What follows belongs to an exercise in optimizing a design on an open flow for small area and a short achievable clock period; a production flow would make more cautious choices.
Only simulation tests tie the RTL to the original design; equivalence was not proved.

==> flow/design.v (excerpt) <==
module mul64_multi(input clk, input [63:0] A, B, output reg [127:0] Y, output done);
export LEC_CHECK = 0
export CAP_MARGIN = 20
export CORE_MARGIN = 2
export CORE_UTILIZATION = 65
export SLEW_MARGIN = 20
export SYNTH_HIERARCHICAL = 1
create_clock -name core_clock -period 12.0 [get_ports {clk}]
standard.sh (not shown) runs the stock make flow with config.mk's settings and CLKGATE_MAP_FILE= SYNTH_SCRIPT=/design/flow/synth_recipe.tcl, a recipe that flattens the netlist after the stock synthesis.
==> flow/flow/run.sh <==
#!/bin/bash
set -euo pipefail
K=(SETUP_SLACK_MARGIN=6.2 "BUFFER_PORTS_ARGS=-buffer_cell sky130_fd_sc_hd__buf_1")
bash standard.sh "${K[@]}" synth > flow_synth.log 2>&1
N=orfs/results/sky130hd/mul64_multi/base/1_2_yosys.v
sed -i -E 's/sky130_fd_sc_hd__(a21oi|o21ai|o22ai|a22oi|mux2|xnor2|xor2|nor4|nand4|and2b|and2)_[2-8] /sky130_fd_sc_hd__\1_1 /g' $N
bash standard.sh "${K[@]}" finish > flow_make.log 2>&1
Change:
--- a/flow/flow/run.sh
+++ b/flow/flow/run.sh
@@ -3 +3 @@
-K=(SETUP_SLACK_MARGIN=6.2 "BUFFER_PORTS_ARGS=-buffer_cell sky130_fd_sc_hd__buf_1")
+K=(SETUP_SLACK_MARGIN=7.0 "BUFFER_PORTS_ARGS=-buffer_cell sky130_fd_sc_hd__buf_1")
The new run produced a clean layout.
Clock-buffer cell count is unchanged.
Synthesized cell count is unchanged.
Critical path depth is higher by 4.
Design area is higher by about 9%.
Routed wire length is higher by 11%.
Sequential share of layout area is lower by 1.4 points.
Change:
--- a/flow/flow/run.sh
+++ b/flow/flow/run.sh
@@ -3 +3 @@
-K=(SETUP_SLACK_MARGIN=7.0 "BUFFER_PORTS_ARGS=-buffer_cell sky130_fd_sc_hd__buf_1")
+K=(SETUP_SLACK_MARGIN=6.0 "BUFFER_PORTS_ARGS=-buffer_cell sky130_fd_sc_hd__buf_1")
After rerunning: Count of clock-buffer cells in the layout decreases by 11; die area does not change; utilization decreases by 7.2 points; sequential share of layout area is higher by 1.5 points.
Change:
--- a/flow/flow/run.sh
+++ b/flow/flow/run.sh
@@ -3 +3 @@
-K=(SETUP_SLACK_MARGIN=6.0 "BUFFER_PORTS_ARGS=-buffer_cell sky130_fd_sc_hd__buf_1")
+K=(SETUP_SLACK_MARGIN=5.6 "BUFFER_PORTS_ARGS=-buffer_cell sky130_fd_sc_hd__buf_1")
Result: Via count is about the same; count of clock-buffer cells in the layout rose by 1; routed wire length fell by about 1.9%; synthesized area stays the same; critical path depth fell by 2; synthesized cell count does not change; hold slack barely changes; maximum frequency fell by 6.0%; sequential share of layout area barely changes.
Change:
--- a/flow/flow/run.sh
+++ b/flow/flow/run.sh
@@ -3 +3 @@
-K=(SETUP_SLACK_MARGIN=5.6 "BUFFER_PORTS_ARGS=-buffer_cell sky130_fd_sc_hd__buf_1")
+K=(SETUP_SLACK_MARGIN=6.8 "BUFFER_PORTS_ARGS=-buffer_cell sky130_fd_sc_hd__buf_1")
CORE_UTILIZATION = 70   (was 65)
Utilization climbs by 11 points.
Worst setup slack is better by 1.0 ns.
Final cell count does not change.
Hold slack barely changes.
Change:
--- a/flow/flow/run.sh
+++ b/flow/flow/run.sh
@@ -3 +3 @@
-K=(SETUP_SLACK_MARGIN=6.8 "BUFFER_PORTS_ARGS=-buffer_cell sky130_fd_sc_hd__buf_1")
+K=(SETUP_SLACK_MARGIN=6.4 "BUFFER_PORTS_ARGS=-buffer_cell sky130_fd_sc_hd__buf_1")
CORE_UTILIZATION = 65   (was 70)
=>
- routed wire length came out lower by 3.1%
- non-clock buffer count came out lower by 14
- cell count came out higher by 1.1%
- worst hold slack stays flat

---

Setup of run 1:
Another version of the RTL of mul64_multi (not shown whole).
Size in the first run: ~3300 cells after synthesis, about 290 flip-flops, about 260 I/O pins, ~0.035 mm2 of cells after synthesis.
clock: 12.0 ns
lec_check: 0
cap_margin: 20
core_margin: 2
core_utilization: 60
slew_margin: 20
synth_hierarchical: 1
==> flow/flow/run.sh <==
#!/bin/bash
set -euo pipefail
bash standard.sh SETUP_SLACK_MARGIN=6.5 finish > flow_make.log 2>&1
Run 1 finished every stage and its layout cleared the timing, design-rule and antenna checks.
The inputs of run 2 differ from those of run 1 as listed below.
==> flow/flow/run.sh <==
#!/bin/bash
set -euo pipefail
bash standard.sh SETUP_SLACK_MARGIN=7.0 finish > flow_make.log 2>&1
- Run 2 ended with every stage complete and zero timing, DRC or antenna violations.
- Run 2 vs. run 1: critical path depth went up by 1.
- Run 2 ended with more clock skew than run 1.
- The portion of the clock cycle consumed by the worst path in the final layout in run 2 sits 2.5 points below the value recorded for run 1.
- Run 2 vs. run 1: worst setup slack after layout +300 ps, multi-input combinational area share now smaller, area used by multi-input combinational logic has increased.
- Comparing run 1 with run 2, the worst hold slack came out essentially unchanged.
- The cell at the slowest stage of the critical path comes out fa_2 in one run and fa_1 in the other, namely in run 2 and run 1 respectively.
- Between run 1 and run 2, the flow reports first-iteration DRC count increasing by more than 10%.
Edits applied to the flow inputs when going from run 2 to run 3:
==> flow/flow/run.sh <==
#!/bin/bash
set -euo pipefail
bash standard.sh SETUP_SLACK_MARGIN=6.0 finish > flow_make.log 2>&1
--- outcome ---
- Compared with run 2, run 3 shows a multi-input combinational area share that is 1.9 points higher.
- Run 2 tops out at a higher clock frequency than run 3.
--- input diff run 3..run 4 ---
Settings: a change of CORE_UTILIZATION from 60 to 70.
==> flow/flow/run.sh <==
#!/bin/bash
set -euo pipefail
K=(SETUP_SLACK_MARGIN=6.8 "BUFFER_PORTS_ARGS=-buffer_cell sky130_fd_sc_hd__buf_1")
bash standard.sh "${K[@]}" synth > flow_synth.log 2>&1
N=orfs/results/sky130hd/mul64_multi/base/1_2_yosys.v
sed -i -E 's/sky130_fd_sc_hd__(a21oi|o21ai|o22ai|a22oi|mux2|xnor2|xor2|nor4|nand4|and2b|and2)_[2-8] /sky130_fd_sc_hd__\1_1 /g' $N
bash standard.sh "${K[@]}" finish > flow_make.log 2>&1
Min maximum frequency across run 4 and run 3: run 3. In the flow results for run 4 and run 3, the cell area reported after detailed placement is smaller on run 4. Run 4 vs. run 3: clock buffer count from CTS down 2.8%, shortest period the worst path allows down 530 ps. Run 4 | status: complete | timing, DRC, antenna: pass. Between run 4 and run 3, the difference in area used by multi-input combinational logic is negligible.

port drivers added, routing unchanged:
How much do the figures lean on ideal ports? The routed layouts below were timed once more, with nothing changed but the port constraints.
Step 1: set_driving_cell puts a clkbuf_16 on clk and a buf_2 on each other input, an assumption about the parent block.
Step 2 moves the port delays by t, midway between the first and last clock arrival at a register: inputs arrive t later, outputs are due t later. That takes back most of the time a late clock gives input paths.
a / b / c = no drivers / after step 1 / after step 2; a / b = the first two.
| run | shift t [ns] | setup slack, ns | worst hold slack (ns) | latest minus earliest clock arrival (ns) | worst register clock-pin slew, ns |
|---|---|---|---|---|---|
| the first run of note 1 | 0.641 | 6.232 / 6.232 / 5.987 | 0.445 / 0.445 / 0.445 | 0.031 / 0.031 | 0.07 / 0.07 |
| the second run of note 1 | 0.653 | 6.723 / 6.723 / 6.508 | 0.444 / 0.444 / 0.444 | 0.036 / 0.036 | 0.07 / 0.07 |
| the third run of note 1 | 0.628 | 6.009 / 6.009 / 6.009 | 0.447 / 0.447 / 0.447 | 0.047 / 0.046 | 0.07 / 0.07 |
| the fourth run of note 1 | 0.637 | 5.626 / 5.626 / 5.626 | 0.447 / 0.447 / 0.447 | 0.049 / 0.049 | 0.07 / 0.07 |
| the fifth run of note 1 | 0.647 | 6.637 / 6.637 / 6.204 | 0.445 / 0.445 / 0.445 | 0.053 / 0.053 | 0.07 / 0.07 |
| the sixth run of note 1 | 0.645 | 6.363 / 6.363 / 5.846 | 0.444 / 0.444 / 0.444 | 0.036 / 0.036 | 0.07 / 0.07 |
| run 1 | 0.659 | 6.458 / 6.458 / 5.895 | 0.446 / 0.446 / 0.446 | 0.019 / 0.019 | 0.08 / 0.08 |
| run 2 | 0.663 | 6.760 / 6.760 / 6.248 | 0.446 / 0.446 / 0.446 | 0.030 / 0.029 | 0.07 / 0.07 |
| run 3 | 0.647 | 6.079 / 6.079 / 5.731 | 0.439 / 0.439 / 0.439 | 0.057 / 0.057 | 0.09 / 0.09 |
| run 4 | 0.663 | 6.613 / 6.613 / 6.230 | 0.445 / 0.445 / 0.445 | 0.041 / 0.041 | 0.07 / 0.07 |
After both steps every run listed still meets setup and hold. The setup slack of run 1, which loses most, moves by 0.000 ns with the drivers and by -0.563 ns with both steps.
